This design comes from an exercise in tuning for small area on the open sky130 flow, not from production work.
At most, simulation tests tie the RTL to the original design; equivalence was not proved.
Power figures rest on the tool's default switching activity, not on a simulated workload.

==> wip/raven <==
==> flow/design.v <==
module toplevel (reset, clock, mclk, sclk, lrck, sdin, sdout, test_sdout);
input  reset;
input  clock;
input  sdout;
output mclk;
output sclk;
output lrck;
output sdin;
output test_sdout;
reg [8:0] p;
reg       f;
always @(posedge clock) begin
  if (reset == 1'b0) begin
    p <= 9'd0;
    f <= 1'b1;
  end else begin
    p <= p + {8'd0, ~f};
    f <= 1'b0;
  end
end
assign mclk = p[0];
assign sclk = p[2];
assign lrck = p[8];
assign test_sdout = 1'b0;
reg fresh;
always @(posedge clock) begin
  if (reset == 1'b0)
    fresh <= 1'b1;
  else if (p[4])
    fresh <= 1'b0;
end
reg [10:0] r0;
wire ins0 = (p == 9'd323);
always @(posedge clock) r0 <= {r0[9:0], fresh ? 1'b0 : (ins0 ? sdout : r0[10])};
reg [10:0] r1;
wire ins1 = (p == 9'd315);
always @(posedge clock) r1 <= {r1[9:0], fresh ? 1'b0 : (ins1 ? sdout : r1[10])};
reg [10:0] r2;
wire ins2 = (p == 9'd307);
always @(posedge clock) r2 <= {r2[9:0], fresh ? 1'b0 : (ins2 ? sdout : r2[10])};
reg [10:0] r3;
wire ins3 = (p == 9'd299);
always @(posedge clock) r3 <= {r3[9:0], fresh ? 1'b0 : (ins3 ? sdout : r3[10])};
reg [10:0] r4;
wire ins4 = (p == 9'd291);
always @(posedge clock) r4 <= {r4[9:0], fresh ? 1'b0 : (ins4 ? sdout : r4[10])};
reg [10:0] r5;
wire ins5 = (p == 9'd283);
always @(posedge clock) r5 <= {r5[9:0], fresh ? 1'b0 : (ins5 ? sdout : r5[10])};
reg [10:0] r6;
wire ins6 = (p == 9'd275);
always @(posedge clock) r6 <= {r6[9:0], fresh ? 1'b0 : (ins6 ? sdout : r6[10])};
wire [6:0] x = {r6[5], r5[8], r4[0], r3[3], r2[6], r1[9], r0[1]};
reg en, sub, dblm;
always @(*) begin
  en = 1'b0;
  sub = 1'b0;
  dblm = 1'b0;
  case (p)
    9'd128: begin en = 1'b1; end
    9'd129: begin en = 1'b1; end
    9'd134: begin en = 1'b1; end
    9'd135: begin en = 1'b1; end
    9'd143: begin dblm = 1'b1; end
    9'd145: begin en = 1'b1; end
    9'd151: begin en = 1'b1; end
    9'd159: begin dblm = 1'b1; end
    9'd160: begin en = 1'b1; sub = 1'b1; end
    9'd161: begin en = 1'b1; sub = 1'b1; end
    9'd168: begin en = 1'b1; sub = 1'b1; end
    9'd169: begin en = 1'b1; sub = 1'b1; end
    9'd175: begin dblm = 1'b1; end
    9'd177: begin en = 1'b1; sub = 1'b1; end
    9'd180: begin en = 1'b1; sub = 1'b1; end
    9'd182: begin en = 1'b1; sub = 1'b1; end
    9'd185: begin en = 1'b1; sub = 1'b1; end
    9'd191: begin dblm = 1'b1; end
    9'd195: begin en = 1'b1; end
    9'd200: begin en = 1'b1; end
    9'd207: begin dblm = 1'b1; end
    9'd211: begin en = 1'b1; end
    9'd217: begin en = 1'b1; end
    default: ;
  endcase
end
wire txw  = p[8] & (p[7] ? (p[6:3] == 4'd0) : (p[6:3] != 4'd0));
wire dbl  = fresh | dblm | (txw & (p[2:0] == 3'b111));
reg  [15:0] acc;
wire [6:0]  y  = {7{en}} & (x ^ {7{sub}});
wire        sx = en & (x[6] ^ sub);
wire [15:0] bop = {{9{sx}}, y};
wire [16:0] cy;
assign cy[0] = en & sub;
genvar i;
generate
  for (i = 0; i < 16; i = i + 1) begin : add
    assign cy[i+1] = (acc[i] & bop[i]) | (acc[i] & cy[i]) | (bop[i] & cy[i]);
    if (i == 0) begin : lsb
      always @(posedge clock) acc[i] <= dbl ? 1'b0 : acc[i] ^ bop[i] ^ cy[i];
    end else begin : up
      always @(posedge clock) acc[i] <= dbl ? acc[i-1] : acc[i] ^ bop[i] ^ cy[i];
    end
  end
endgenerate
assign sdin = txw & acc[15];
endmodule
==> flow/flow/run.sh <==
#!/bin/bash
# Standard synthesis, then every combinational cell swapped for the smallest
# cell of its family (the synthesis maps for speed and upsizes freely; the
# resizer upsizes again wherever slew or load needs it), then the standard
# layout steps.
set -euo pipefail
R=orfs/results/${FLOW_PLATFORM}/toplevel/base
LIB=${FLOW_HOME}/platforms/${FLOW_PLATFORM}/lib/sky130_fd_sc_hd__tt_025C_1v80.lib
bash standard.sh synth > synth.log 2>&1
sleep 1
python3 flow/downsize.py "$LIB" "$R/1_2_yosys.v" > downsize.log 2>&1
touch "$R/1_2_yosys.v"
bash standard.sh finish > layout.log 2>&1
==> flow/flow/downsize.py <==
#!/usr/bin/env python3
"""Swap each combinational cell in a Yosys netlist for the smallest cell of the same
function family (same base name and pins), e.g. mux2_4 -> mux2_1.  Flip-flops are
left alone.  Usage: downsize.py LIB NETLIST"""
import re, sys
lib = open(sys.argv[1]).read()
cells = {}
for m in re.finditer(r'\n\s*cell\s*\(\s*"?(\w+)"?\s*\)\s*\{', lib):
    name = m.group(1)
    body = lib[m.end():m.end() + 200000]
    nxt = re.search(r'\n\s*cell\s*\(', body)
    if nxt:
        body = body[:nxt.start()]
    a = re.search(r'area\s*:\s*([\d.]+)', body)
    pins = tuple(sorted(re.findall(r'\bpin\s*\(\s*"?(\w+)"?\s*\)', body)))
    seq = bool(re.search(r'\b(ff|latch|statetable)\s*\(', body))
    dont = bool(re.search(r'dont_use\s*:\s*true', body))
    cells[name] = (float(a.group(1)) if a else 1e9, pins, seq, dont)
DONT = set("""probe_p_8 probec_p_8""".split())
best = {}
for n, (a, pins, seq, dont) in cells.items():
    m = re.match(r'(sky130_fd_sc_hd__\w+?)_(\d+)$', n)
    if not m or seq or dont or 'lpflow' in n:
        continue
    key = (m.group(1), pins)
    if key not in best or a < cells[best[key]][0]:
        best[key] = n
net = open(sys.argv[2]).read()
count = 0
def sub(m):
    global count
    n = m.group(1)
    if n not in cells:
        return m.group(0)
    a, pins, seq, dont = cells[n]
    b = re.match(r'(sky130_fd_sc_hd__\w+?)_(\d+)$', n)
    if seq or not b:
        return m.group(0)
    t = best.get((b.group(1), pins), n)
    if t != n and cells[t][0] < a:
        count += 1
        return m.group(0).replace(n, t)
    return m.group(0)
net = re.sub(r'^\s*(sky130_fd_sc_hd__\w+)\s', sub, net, flags=re.M)
open(sys.argv[2], 'w').write(net)
print("downsized", count, "cells")
==> flow/standard.sh <==
#!/bin/bash
# synth_recipe.tcl (not shown) runs the flow's synth.tcl, then flattens the netlist and writes it again
# the make line also repeats each setting of config.mk as NAME=value (left out here)
make -C /OpenROAD-flow-scripts/flow DESIGN_CONFIG=/design/flow/config.mk WORK_HOME=/design/flow/orfs CLKGATE_MAP_FILE= SYNTH_SCRIPT=/design/flow/synth_recipe.tcl "${@:-finish}"
==> flow/config.mk <==
export PLATFORM = sky130hd
export DESIGN_NAME = toplevel
export DESIGN_NICKNAME = toplevel
export VERILOG_FILES = /design/flow/design.v
export SDC_FILE = /design/flow/constraint.sdc
export NUM_CORES = 4
export LEC_CHECK = 0
export CAP_MARGIN = 20
export CORE_MARGIN = 2
export CORE_UTILIZATION = 40
export SLEW_MARGIN = 20
==> flow/constraint.sdc <==
create_clock -name core_clock -period 10.0 [get_ports {clock}]
set_input_delay 2.0000 -clock core_clock [delete_from_list [all_inputs] [get_ports {clock}]]
set_output_delay 2.0000 -clock core_clock [all_outputs]
set_load 0.01 [all_outputs]
==> wip/willow (differences from wip/raven) <==
==> flow/design.v, changed modules only <==
module fir_count (clock, reset, p, fresh);
input clock;
input reset;
output [8:0] p;
output fresh;
reg [8:0] p;
reg       f;
always @(posedge clock) begin
  if (reset == 1'b0) begin
    p <= 9'd0;
    f <= 1'b1;
  end else begin
    p <= p + {8'd0, ~f};
    f <= 1'b0;
  end
end
reg fresh;
always @(posedge clock) begin
  if (reset == 1'b0)
    fresh <= 1'b1;
  else if (p[5])
    fresh <= 1'b0;
end
endmodule
module fir_store (clock, p, fresh, sdout, x, xp);
input clock;
input [8:0] p;
input fresh;
input sdout;
output [6:0] x;
output xp;
reg [10:0] r0;
wire ins0 = (p == 9'd323);
always @(posedge clock) r0 <= {r0[9:0], fresh ? 1'b0 : (ins0 ? sdout : r0[10])};
reg [10:0] r1;
wire ins1 = (p == 9'd315);
always @(posedge clock) r1 <= {r1[9:0], fresh ? 1'b0 : (ins1 ? sdout : r1[10])};
reg [10:0] r2;
wire ins2 = (p == 9'd307);
always @(posedge clock) r2 <= {r2[9:0], fresh ? 1'b0 : (ins2 ? sdout : r2[10])};
reg [10:0] r3;
wire ins3 = (p == 9'd299);
always @(posedge clock) r3 <= {r3[9:0], fresh ? 1'b0 : (ins3 ? sdout : r3[10])};
reg [10:0] r4;
wire ins4 = (p == 9'd291);
always @(posedge clock) r4 <= {r4[9:0], fresh ? 1'b0 : (ins4 ? sdout : r4[10])};
reg [10:0] r5;
wire ins5 = (p == 9'd283);
always @(posedge clock) r5 <= {r5[9:0], fresh ? 1'b0 : (ins5 ? sdout : r5[10])};
reg [10:0] r6;
wire ins6 = (p == 9'd275);
always @(posedge clock) r6 <= {r6[9:0], fresh ? 1'b0 : (ins6 ? sdout : r6[10])};
assign x = {r6[5], r5[8], r4[0], r3[3], r2[6], r1[9], r0[1]};
assign xp = r6[6];
endmodule
module fir_sched (p, en, sub, dblm);
input [8:0] p;
output reg en;
output reg sub;
output reg dblm;
always @(*) begin
  en = 1'b0;
  sub = 1'b0;
  dblm = 1'b0;
  case (p[8:1])
    8'd34: begin en = 1'b1; end
    8'd37: begin en = 1'b1; end
    8'd40: begin en = 1'b1; end
    8'd42: begin en = 1'b1; end
    8'd47: begin dblm = 1'b1; end
    8'd48: begin en = 1'b1; end
    8'd56: begin en = 1'b1; end
    8'd63: begin dblm = 1'b1; end
    8'd64: begin en = 1'b1; sub = 1'b1; end
    8'd68: begin en = 1'b1; sub = 1'b1; end
    8'd69: begin en = 1'b1; sub = 1'b1; end
    8'd73: begin en = 1'b1; sub = 1'b1; end
    8'd79: begin dblm = 1'b1; end
    8'd80: begin en = 1'b1; sub = 1'b1; end
    8'd83: begin en = 1'b1; sub = 1'b1; end
    8'd87: begin en = 1'b1; sub = 1'b1; end
    8'd90: begin en = 1'b1; sub = 1'b1; end
    8'd95: begin dblm = 1'b1; end
    8'd100: begin en = 1'b1; end
    8'd103: begin en = 1'b1; end
    8'd111: begin dblm = 1'b1; end
    8'd114: begin en = 1'b1; end
    8'd122: begin en = 1'b1; end
    default: ;
  endcase
end
endmodule
module fir_mac (clock, p, fresh, en, sub, dblm, x, xp, sdin);
input clock;
input [8:0] p;
input fresh;
input en;
input sub;
input dblm;
input [6:0] x;
input xp;
output sdin;
wire txw = p[8] & (p[7] ? (p[6:3] == 4'd0) : (p[6:3] != 4'd0));
wire dbl = fresh | dblm | (txw & (p[2:1] == 2'b11));
wire hi = p[0];
reg  [7:0] r_lo;
reg  [7:0] r_hi;
reg        cr;
wire [6:0] y   = {7{en}} & (x ^ {7{sub}});
wire       sxl = en & (x[6] ^ sub);
wire       sxh = en & (xp ^ sub);
wire [7:0] bop = hi ? {8{sxh}} : {sxl, y};
wire [8:0] cy;
assign cy[0] = hi ? cr : (en & sub);
genvar i;
generate
  for (i = 0; i < 8; i = i + 1) begin : add
    assign cy[i+1] = (r_lo[i] & bop[i]) | (r_lo[i] & cy[i]) | (bop[i] & cy[i]);
    if (i == 0) begin : lsb
      always @(posedge clock) r_hi[i] <= dbl ? (hi & cr) : r_lo[i] ^ bop[i] ^ cy[i];
    end else begin : up
      always @(posedge clock) r_hi[i] <= dbl ? r_lo[i-1] : r_lo[i] ^ bop[i] ^ cy[i];
    end
  end
endgenerate
always @(posedge clock) begin
  r_lo <= r_hi;
  cr   <= dbl ? r_lo[7] : cy[8];
end
assign sdin = txw & (hi ? r_lo[7] : r_hi[7]);
endmodule
module toplevel (reset, clock, mclk, sclk, lrck, sdin, sdout, test_sdout);
input  reset;
input  clock;
input  sdout;
output mclk;
output sclk;
output lrck;
output sdin;
output test_sdout;
wire [8:0] p;
wire       fresh;
wire [6:0] x;
wire       xp;
wire       en, sub, dblm;
fir_count u_count (.clock(clock), .reset(reset), .p(p), .fresh(fresh));
fir_store u_store (.clock(clock), .p(p), .fresh(fresh), .sdout(sdout), .x(x), .xp(xp));
fir_sched u_sched (.p(p), .en(en), .sub(sub), .dblm(dblm));
fir_mac   u_mac   (.clock(clock), .p(p), .fresh(fresh), .en(en), .sub(sub), .dblm(dblm), .x(x), .xp(xp), .sdin(sdin));
assign mclk = p[0];
assign sclk = p[2];
assign lrck = p[8];
assign test_sdout = 1'b0;
endmodule
--- a/flow/flow/run.sh
+++ b/flow/flow/run.sh
@@ -12,2 +12,2 @@
 touch "$R/1_2_yosys.v"
-bash standard.sh finish > layout.log 2>&1
+bash standard.sh "CTS_ARGS=-sink_clustering_enable -repair_clock_nets -dont_use_dummy_load" finish > layout.log 2>&1
--- a/flow/config.mk
+++ b/flow/config.mk
@@ -11 +11,3 @@
 export SLEW_MARGIN = 20
+export SYNTH_HIERARCHICAL = 1
+export SYNTH_MINIMUM_KEEP_SIZE = 0
==> wip/umber (differences from wip/raven) <==
==> flow/design.v, changed modules only <==
module toplevel (reset, clock, mclk, sclk, lrck, sdin, sdout, test_sdout);
input  reset;
input  clock;
input  sdout;
output mclk;
output sclk;
output lrck;
output sdin;
output test_sdout;
reg [8:0] p;
reg       f;
always @(posedge clock) begin
  if (reset == 1'b0) begin
    p <= 9'd0;
    f <= 1'b1;
  end else begin
    p <= p + {8'd0, ~f};
    f <= 1'b0;
  end
end
assign mclk = p[0];
assign sclk = p[2];
assign lrck = p[8];
assign test_sdout = 1'b0;
reg fresh;
always @(posedge clock) begin
  if (reset == 1'b0)
    fresh <= 1'b1;
  else if (p[5])
    fresh <= 1'b0;
end
reg [10:0] r0;
wire ins0 = (p == 9'd323);
always @(posedge clock) r0 <= {r0[9:0], fresh ? 1'b0 : (ins0 ? sdout : r0[10])};
reg [10:0] r1;
wire ins1 = (p == 9'd315);
always @(posedge clock) r1 <= {r1[9:0], fresh ? 1'b0 : (ins1 ? sdout : r1[10])};
reg [10:0] r2;
wire ins2 = (p == 9'd307);
always @(posedge clock) r2 <= {r2[9:0], fresh ? 1'b0 : (ins2 ? sdout : r2[10])};
reg [10:0] r3;
wire ins3 = (p == 9'd299);
always @(posedge clock) r3 <= {r3[9:0], fresh ? 1'b0 : (ins3 ? sdout : r3[10])};
reg [10:0] r4;
wire ins4 = (p == 9'd291);
always @(posedge clock) r4 <= {r4[9:0], fresh ? 1'b0 : (ins4 ? sdout : r4[10])};
reg [10:0] r5;
wire ins5 = (p == 9'd283);
always @(posedge clock) r5 <= {r5[9:0], fresh ? 1'b0 : (ins5 ? sdout : r5[10])};
reg [10:0] r6;
wire ins6 = (p == 9'd275);
always @(posedge clock) r6 <= {r6[9:0], fresh ? 1'b0 : (ins6 ? sdout : r6[10])};
wire [6:0] x = {r6[5], r5[8], r4[0], r3[3], r2[6], r1[9], r0[1]};
wire xp = r6[6];
reg en, sub, dblm;
always @(*) begin
  en = 1'b0;
  sub = 1'b0;
  dblm = 1'b0;
  case (p[8:1])
    8'd34: begin en = 1'b1; end
    8'd37: begin en = 1'b1; end
    8'd40: begin en = 1'b1; end
    8'd42: begin en = 1'b1; end
    8'd47: begin dblm = 1'b1; end
    8'd48: begin en = 1'b1; end
    8'd56: begin en = 1'b1; end
    8'd63: begin dblm = 1'b1; end
    8'd64: begin en = 1'b1; sub = 1'b1; end
    8'd68: begin en = 1'b1; sub = 1'b1; end
    8'd69: begin en = 1'b1; sub = 1'b1; end
    8'd73: begin en = 1'b1; sub = 1'b1; end
    8'd79: begin dblm = 1'b1; end
    8'd80: begin en = 1'b1; sub = 1'b1; end
    8'd83: begin en = 1'b1; sub = 1'b1; end
    8'd87: begin en = 1'b1; sub = 1'b1; end
    8'd90: begin en = 1'b1; sub = 1'b1; end
    8'd95: begin dblm = 1'b1; end
    8'd100: begin en = 1'b1; end
    8'd103: begin en = 1'b1; end
    8'd111: begin dblm = 1'b1; end
    8'd114: begin en = 1'b1; end
    8'd122: begin en = 1'b1; end
    default: ;
  endcase
end
wire txw = p[8] & (p[7] ? (p[6:3] == 4'd0) : (p[6:3] != 4'd0));
wire dbl = fresh | dblm | (txw & (p[2:1] == 2'b11));
wire hi = p[0];
reg  [7:0] r_lo;
reg  [7:0] r_hi;
reg        cr;
wire [6:0] y   = {7{en}} & (x ^ {7{sub}});
wire       sxl = en & (x[6] ^ sub);
wire       sxh = en & (xp ^ sub);
wire [7:0] bop = hi ? {8{sxh}} : {sxl, y};
wire [8:0] cy;
assign cy[0] = hi ? cr : (en & sub);
genvar i;
generate
  for (i = 0; i < 8; i = i + 1) begin : add
    assign cy[i+1] = (r_lo[i] & bop[i]) | (r_lo[i] & cy[i]) | (bop[i] & cy[i]);
    if (i == 0) begin : lsb
      always @(posedge clock) r_hi[i] <= dbl ? (hi & cr) : r_lo[i] ^ bop[i] ^ cy[i];
    end else begin : up
      always @(posedge clock) r_hi[i] <= dbl ? r_lo[i-1] : r_lo[i] ^ bop[i] ^ cy[i];
    end
  end
endgenerate
always @(posedge clock) begin
  r_lo <= r_hi;
  cr   <= dbl ? r_lo[7] : cy[8];
end
assign sdin = txw & (hi ? r_lo[7] : r_hi[7]);
endmodule
--- a/flow/flow/run.sh
+++ b/flow/flow/run.sh
@@ -12,2 +12,2 @@
 touch "$R/1_2_yosys.v"
-bash standard.sh finish > layout.log 2>&1
+bash standard.sh "CTS_ARGS=-sink_clustering_enable -repair_clock_nets -dont_use_dummy_load" finish > layout.log 2>&1
==> wip/lagoon (differences from wip/raven) <==
--- a/flow/flow/run.sh
+++ b/flow/flow/run.sh
@@ -12,2 +12,2 @@
 touch "$R/1_2_yosys.v"
-bash standard.sh finish > layout.log 2>&1
+bash standard.sh "CTS_ARGS=-sink_clustering_enable -repair_clock_nets -dont_use_dummy_load -buf_list sky130_fd_sc_hd__clkbuf_16 -sink_clustering_size 35" finish > layout.log 2>&1
==> qor summary <==
Reg-to-reg startpoint: wip/umber p[3]; wip/willow u_count.p[4]; wip/raven p[4]; wip/lagoon p[4]
Sw Pwr: wip/umber 0.1289 mW; wip/willow 0.1253 mW; wip/raven 0.1520 mW; wip/lagoon 0.1329 mW
Synthesis-to-layout area growth: wip/umber 7.328%; wip/willow 8.291%; wip/raven 11.25%; wip/lagoon 12.09%
Flip-flop count of the largest register, all copies and words added: wip/umber -; wip/willow -; wip/raven 16; wip/lagoon 16
Area share of buffers outside the clock network: wip/umber 1.807%; wip/willow 1.941%; wip/raven 1.858%; wip/lagoon 1.844%
Min-Delay Startpoint: wip/umber r5[4]; wip/willow u_store.r4[1]; wip/raven r0[0]; wip/lagoon r0[0]
Sum of net half-perimeters after detailed placement: wip/umber 3.795 mm; wip/willow 3.043 mm; wip/raven 3.218 mm; wip/lagoon 3.218 mm
Average vias per placed instance: wip/umber 5.221; wip/willow 4.430; wip/raven 4.629; wip/lagoon 4.696
Clock skew after layout: wip/umber 38.48 ps; wip/willow 42.60 ps; wip/raven 11.63 ps; wip/lagoon 16.96 ps
Worst slew margin: wip/umber 36.08%; wip/willow 31.97%; wip/raven 38.10%; wip/lagoon 37.74%
TritonCTS Sinks: wip/umber 105; wip/willow 105; wip/raven 104; wip/lagoon 104
Layout clock buffer count: wip/umber 9; wip/willow 9; wip/raven 10; wip/lagoon 9
DRC violation total after the first TritonRoute iteration: wip/umber 166; wip/willow 68; wip/raven 90; wip/lagoon 118
Status: wip/umber no timing/DRC/antenna violations; wip/willow no timing/DRC/antenna violations; wip/raven no timing/DRC/antenna violations; wip/lagoon no timing/DRC/antenna violations
Met3 layer usage reported by global route: wip/umber 3.957%; wip/willow 5.479%; wip/raven 5.267%; wip/lagoon 4.789%
Seq/total area: wip/umber 56.22%; wip/willow 60.39%; wip/raven 57.24%; wip/lagoon 56.81%
The RTL of wip/umber was laid out without a check of its function.

## re-timing with driven ports
The flow's constraints put no driver on any port. The routed layouts listed below were extracted and timed again, unchanged, in two steps.
Step 1 assumes that a clkbuf_16 drives the clock port and a buf_2 every other input.
Step 2 also shifts input and output timing later by t, the mid clock arrival at the registers, as if the neighbouring blocks saw the same clock.
a / b / c = ideal ports / drivers / drivers and shift; a / b = the first two.
| run | t (ns) | slack for setup (ns) | worst setup path after step 2 | clock arrival spread, ns |
|---|---|---|---|---|
| wip/raven | 0.383 | 1.453 / 1.453 / 1.453 | register to register | 0.012 / 0.012 |
| wip/willow | 0.385 | 4.066 / 4.066 / 4.066 | register to register | 0.043 / 0.043 |
| wip/umber | 0.376 | 4.269 / 4.269 / 4.269 | register to register | 0.039 / 0.038 |
| wip/lagoon | 0.359 | 1.476 / 1.476 / 1.476 | register to register | 0.020 / 0.020 |
After both steps setup and hold are still met in every run listed.
